Source: an optimization exercise on an open RTL-to-GDS flow (aim: small area and few clock cycles per item). Production flows keep margins and buffers that such runs may drop.
The RTL was checked by simulation tests, not by an equivalence proof against the original design.

===== design.v =====
module	dblcordicpll (
		input	wire			i_clk,
		input	wire			i_reset,
		input	wire			i_ld,
		input	wire	[31:0]		i_step,
		input	wire			i_ce,
		input	wire	signed	[15:0]	i_input,
		input	wire	[4:0]		i_lgcoeff,
		output	wire	[15:0]		o_err,
		output	wire	[31:0]		o_phase,
		output	wire			pd_done
	);
	reg	[31:0]		r_phase, r_step;
	reg	signed	[15:0]	fil_sin, fil_cos;
	reg	[3:0]		lg;
	reg			st_rot, st_fil, st_vpre, st_vec, st_done, st_post;
	reg	[4:0]		cnt;
	reg	signed	[23:0]	xv, yv;
	reg	signed	[31:0]	ph;
	wire	last_rot = (cnt == 5'd17);
	wire	last_vec = (cnt == 5'd23);
	always @(posedge i_clk)
	if (i_reset)
	begin
		st_rot  <= 1'b0;
		st_fil  <= 1'b0;
		st_vpre <= 1'b0;
		st_vec  <= 1'b0;
		st_done <= 1'b0;
		st_post <= 1'b0;
	end else begin
		st_rot  <= i_ce || (st_rot && !last_rot);
		st_fil  <= st_rot && last_rot;
		st_vpre <= st_fil;
		st_vec  <= st_vpre || (st_vec && !last_vec);
		st_done <= st_vec && last_vec;
		st_post <= st_done;
	end
	always @(posedge i_clk)
	if (i_ce || st_vpre || (st_rot && last_rot))
		cnt <= 5'd1;
	else
		cnt <= cnt + 5'd1;
	always @(posedge i_clk)
	if (i_ce)
		lg <= i_lgcoeff[3:0];
	reg	[31:0]	cangle;
	always @(*)
	case ({ st_rot, cnt })
	6'h21: cangle = 32'h12e4051d;
	6'h22: cangle = 32'h09fb385b;
	6'h23: cangle = 32'h051111d4;
	6'h24: cangle = 32'h028b0d43;
	6'h25: cangle = 32'h0145d7e1;
	6'h26: cangle = 32'h00a2f61e;
	6'h27: cangle = 32'h00517c55;
	6'h28: cangle = 32'h0028be53;
	6'h29: cangle = 32'h00145f2e;
	6'h2a: cangle = 32'h000a2f98;
	6'h2b: cangle = 32'h000517cc;
	6'h2c: cangle = 32'h00028be6;
	6'h2d: cangle = 32'h000145f3;
	6'h2e: cangle = 32'h0000a2f9;
	6'h2f: cangle = 32'h0000517c;
	6'h30: cangle = 32'h000028be;
	6'h31: cangle = 32'h0000145f;
	6'h01: cangle = 32'h09fb385b;
	6'h02: cangle = 32'h051111d4;
	6'h03: cangle = 32'h028b0d43;
	6'h04: cangle = 32'h0145d7e1;
	6'h05: cangle = 32'h00a2f61e;
	6'h06: cangle = 32'h00517c55;
	6'h07: cangle = 32'h0028be53;
	6'h08: cangle = 32'h00145f2e;
	6'h09: cangle = 32'h000a2f98;
	6'h0a: cangle = 32'h000517cc;
	6'h0b: cangle = 32'h00028be6;
	6'h0c: cangle = 32'h000145f3;
	6'h0d: cangle = 32'h0000a2f9;
	6'h0e: cangle = 32'h0000517c;
	6'h0f: cangle = 32'h000028be;
	6'h10: cangle = 32'h0000145f;
	6'h11: cangle = 32'h00000a2f;
	6'h12: cangle = 32'h00000517;
	6'h13: cangle = 32'h0000028b;
	6'h14: cangle = 32'h00000145;
	6'h15: cangle = 32'h000000a2;
	6'h16: cangle = 32'h00000051;
	6'h17: cangle = 32'h0000004e;
	default: cangle = 32'h0;
	endcase
	wire		e = st_rot ? !ph[31] : yv[23];
	wire	signed [23:0]	xshf = xv >>> cnt;
	wire	signed [23:0]	yshf = yv >>> cnt;
	wire	signed [23:0]	xsh = { xshf[23:5], st_rot ? 5'd0 : xshf[4:0] };
	wire	signed [23:0]	ysh = { yshf[23:5], st_rot ? 5'd0 : yshf[4:0] };
	wire	signed [23:0]	cx = e ? (xv - ysh) : (xv + ysh);
	wire	signed [23:0]	cy = e ? (yv + xsh) : (yv - xsh);
	wire	signed [31:0]	cp = e ? (ph - cangle) : (ph + cangle);
	wire	[31:0]	nco = ~r_phase;
	wire	[2:0]	q = nco[31:29];
	wire	[3:0]	q1 = { 1'b0, q } + 4'd1;
	wire	[1:0]	qk = q1[2:1];
	wire	signed [23:0]	ey = { i_input[15], i_input, 7'd0 };
	wire	signed [23:0]	ney = -ey;
	reg	signed [23:0]	rx, ry;
	always @(*)
	case (q)
	3'b001, 3'b010: begin rx = ney; ry = 24'd0; end
	3'b011, 3'b100: begin rx = 24'd0; ry = ney; end
	3'b101, 3'b110: begin rx = ey; ry = 24'd0; end
	default:        begin rx = 24'd0; ry = ey; end
	endcase
	wire	[31:0]	rp = { nco[31:30] - qk, nco[29:0] };
	wire	[18:0]	x19 = xv[23:5];
	wire	[18:0]	y19 = yv[23:5];
	wire	[18:0]	rnd_x = x19 + { 16'd0, x19[3], {2{!x19[3]}} };
	wire	[18:0]	rnd_y = y19 + { 16'd0, y19[3], {2{!y19[3]}} };
	wire	signed [15:0]	diff_cos = rnd_x[18:3] - fil_cos;
	wire	signed [15:0]	diff_sin = rnd_y[18:3] - fil_sin;
	wire	signed [15:0]	tripl_cos = diff_cos + (diff_cos >>> 1);
	wire	signed [15:0]	tripl_sin = diff_sin + (diff_sin >>> 1);
	wire	[3:0]		lg_alpha = lg - 4'd1;
	wire	signed [15:0]	nfil_cos = fil_cos + (tripl_cos >>> lg_alpha);
	wire	signed [15:0]	nfil_sin = fil_sin + (tripl_sin >>> lg_alpha);
	always @(posedge i_clk)
	if (i_reset)
	begin
		fil_cos <= 16'd0;
		fil_sin <= 16'd0;
	end else if (st_fil)
	begin
		fil_cos <= nfil_cos;
		fil_sin <= nfil_sin;
	end
	wire	signed [23:0]	fx = { {2{fil_cos[15]}}, fil_cos, 6'd0 };
	wire	signed [23:0]	fy = { {2{fil_sin[15]}}, fil_sin, 6'd0 };
	reg	signed [23:0]	vx, vy;
	reg	[2:0]		vp;
	always @(*)
	case ({ fil_cos[15], fil_sin[15] })
	2'b01: begin vx =  fx - fy; vy =  fx + fy; vp = 3'h7; end
	2'b10: begin vx = -fx + fy; vy = -fx - fy; vp = 3'h3; end
	2'b11: begin vx = -fx - fy; vy =  fx - fy; vp = 3'h5; end
	default: begin vx = fx + fy; vy = -fx + fy; vp = 3'h1; end
	endcase
	wire	signed [31:0]	pcorr = ph >>> lg;
	always @(posedge i_clk)
	if (i_ce)
	begin
		xv <= rx;
		yv <= ry;
		ph <= rp;
	end else if (st_vpre)
	begin
		xv <= vx;
		yv <= vy;
		ph <= { vp, 29'd0 };
	end else if (st_done)
		ph <= pcorr >>> 2;
	else begin
		xv <= cx;
		yv <= cy;
		ph <= cp;
	end
	always @(posedge i_clk)
	if (i_reset)
		r_phase <= 32'd0;
	else if (st_done)
		r_phase <= r_phase + r_step - pcorr;
	always @(posedge i_clk)
	if (i_reset)
		r_step <= 32'd0;
	else if (i_ld)
		r_step <= i_step;
	else if (st_post)
		r_step <= r_step - pcorr;
	assign	pd_done = st_done;
	assign	o_err   = ph[31:16];
	assign	o_phase = r_phase;
endmodule

===== run.sh =====
#!/bin/bash
# synth_recipe.tcl (not shown) runs the flow's synth.tcl, then flattens the netlist and writes it again
# the make line also repeats each setting of config.mk as NAME=value (left out here)
make -C /OpenROAD-flow-scripts/flow DESIGN_CONFIG=/design/flow/config.mk WORK_HOME=/design/flow/orfs CLKGATE_MAP_FILE= SYNTH_SCRIPT=/design/flow/synth_recipe.tcl finish

===== constraint.sdc =====
create_clock -name core_clock -period 10.0 [get_ports {i_clk}]
set_input_delay 2.0000 -clock core_clock [delete_from_list [all_inputs] [get_ports {i_clk}]]
set_output_delay 2.0000 -clock core_clock [all_outputs]
set_load 0.01 [all_outputs]

===== config.mk =====
export PLATFORM = sky130hd
export DESIGN_NAME = dblcordicpll
export DESIGN_NICKNAME = dblcordicpll
export VERILOG_FILES = /design/flow/design.v
export SDC_FILE = /design/flow/constraint.sdc
export NUM_CORES = 4
export LEC_CHECK = 0
export CAP_MARGIN = 20
export CORE_MARGIN = 2
export CORE_UTILIZATION = 40
export PLACE_DENSITY = 0.6
export SLEW_MARGIN = 20

==> notes.md <==
through the flow:
stage	hold slack, ns	std cells
2_1_floorplan	0.448	4228
3_3_place_gp	0.460	5173
3_5_place_dp	0.467	5173
4_1_cts	0.474	5205
5_1_grt	0.497	5208
6_report	0.473	5208
final timing paths:
check	from	to	depth (start not counted)
max reg2reg	xv[8]	fil_cos[15]	37
max	xv[8]	fil_cos[15]	37
min	st_vec	st_done	1
min reg2reg	st_vec	st_done	1
registers in the layout (all words and copies together) (netlist names):
| name | flops |
|---|---|
| st_post | 1 |
| st_done | 1 |
| lg | 4 |
| fil_sin | 16 |
| r_step | 32 |
| fil_cos | 16 |
| st_vpre | 1 |
| xv | 24 |
| r_phase | 32 |
| cnt | 5 |
| st_vec | 1 |
| st_fil | 1 |
| yv | 24 |
| st_rot | 1 |
| ph | 32 |
area by class of cell:
class / instances / area [um^2]
clock buffer: 18 / 429
inverter: 195 / 732
sequential: 191 / 4370
clock inverter: 14 / 146
tap: 1050 / 1310
fill: 8062 / 44800
multi-input combinational: 3583 / 26000
timing repair buffer: 157 / 1430
cells by family (layout without fill, tap and decap cells):
group,Yosys count,count (layout),share of synthesized area
adders and majority gates,365,365,0.152
and+or+nand+nor,1234,1234,0.176
xor gates and xnor gates,376,376,0.102
DFF,191,191,0.135
buffers and inverters,454,384,0.0573
AOI/OAI and AO/OA,1345,1345,0.269
muxes,263,263,0.107
routing by layer:
layer / GRT usage / routed length (um) / vias to the layer above
met2: 0.413 / 49300 / 1201
met5: 0 / 0 / -
li1: - / - / 15311
met1: 0.383 / 52500 / 15257
met3: 0.0512 / 9120 / 179
met4: 0.0829 / 3440 / 0
layout by cell type (no fill, tap or decap), types with 60 or more instances in the layout:
cell             netlist  final
mux4_2                60     60
nor2b_1               68     68
clkdlybuf4s50_1        0    101
a211oi_1              65     65
xnor2_1              251    249
inv_1                185    184
dfxtp_1              138    131
mux2i_1              158    157
nor3_1                94     94
a21oi_1              402    401
nand2_1              330    328
ha_1                 320    320
a21o_1                90     90
nand2b_1              62     62
nand3_1               77     77
o21ai_0              264    263
xor2_1               125    124
nor2_1               432    430
==> reports/qor.csv <==
metric,value,unit
Post-synth EDFFs,53,
DRT Pass-1 Iters,8,
post-layout min period,9.23,ns
Total Die Area,82700,um^2
Critical path buffers and inverters,1,
CTS buffer count,17,
"most used cell, CP",o21ai_0,
cell count after synthesis,4228,
"Top FF cell, synth",dfxtp_1,
total negative setup slack,0,ns
PostCTS Resize Cnt,0,
worst slew pin tran,1.13,ns
largest net degree at the start of global routing,82,
most frequent cell after synthesis,nor2_1,
Util after Layout,0.434,
fmax,108,MHz
final net count,4567,
PnR worst setup slack,0.768,ns
Post-CTS Setup Inserts,0,
CP Class,flip-flop to flip-flop,
Yosys top cell by area,ha_1,
synthesized flop and latch total,191,
# clock sinks,191,
first-pass GRT wire length,175,mm
Cell variety after synth,89,
register area share after synthesis,0.135,
final worst-path cycle share,0.923,
Routed WL,114,mm
number of port buffers,104,
"Slowest-stage cell, CP",edfxtp_1,
Setup WS pre-CTS,0.829,ns
hpwl dp,87.8,mm
"Slew Viols, Final",0,
"Clk Latency, worst-skew pair",0.52,ns
Crit path max-delay family,compound AO/OA/AOI/OAI gates,
Post-Syn Area,32200,um^2
drc violations,0,
startpoint types,flip-flop,
top-area cell type share of the netlist area,0.124,
H-tree levels,4,
largest cells by area after synthesis,"ha_1, dfxtp_1, xnor2_1",
GPL Wtd Cong,0.953,
Crit. End Element,flip-flop,
hold buffers post-CTS,0,
clock root buffer master,clkbuf_16,
status,timing/DRC/antenna clean,
Final ANT Viol Nets,0,
CTS tree,yes,
layout cells sized above 1,0.0589,
Ports,106,
Die Y,288,um
worst path required time,10.37,ns
Finished Cell Area,34400,um^2
r2r setup slk,0.77,ns
Max Buffers Root-to-Sink,2,
DR vias,31948,
Fin. Hold Viols,0,
max-capacitance violation count,0,
RSZ-0062 raised after global routing,false,
crit path DAT,9.60,ns
Avg WL per Cell,21.9,um
commonest cells in the netlist,"nor2_1, a21oi_1, nand2_1",
CP Max Fanout,12,
FP Rows,103,
Die W,288,um
overall routing resource usage,0.271,
Avg Inst Size Synth,7.61,um^2
relative slew slack,0.250,
Yosys Warn Count,1,
"Net Count, Synth",4650,
Diodes inserted,0,
core box area,79300,um^2
initial antenna violation count,1,
Initial Util,0.406,
Post-synth ARST share,0,
post-DR vias/cell,6.13,
DRT iter0 DRCs,3548,
clock slew at reported path FFs,0.09,ns
Final Skew,0.0199,ns
crit-path max cell delay,0.66,ns
Post-DP Area,33800,um^2
vias in the first global route,29131,
final setup fails,0,
Hold WC Path Type,flip-flop to flip-flop,
grt ovf,0,
area grow syn2layout,7.02,%
Testbench counts, summed over its fixed seeds: cycles 168,960, items 3,840.

static timing again, ports no longer ideal:
Ports are ideal in the flow. The routed layout listed here was re-timed in OpenROAD.
Step 1, drivers: a clkbuf_16 drives i_clk and a buf_2 each remaining input, both assumed.
Step 2 also shifts input and output timing later by t, the mid clock arrival at the registers, as if the neighbouring blocks saw the same clock.
Three values: ideal ports, drivers, drivers and shift; two values: the first two.
shift t [ns]: 0.572
slack for setup (ns): 0.768 / 0.768 / 0.768
clock arrival spread, ns: 0.019 / 0.020
slew at the worst register clock pin (ns): 0.09 / 0.09
worst slew at a driven data input, ns: 0.07
After both steps this run still meets setup and hold. For this run, drivers alone change the setup slack by 0.000 ns; drivers and shift together by 0.000 ns.
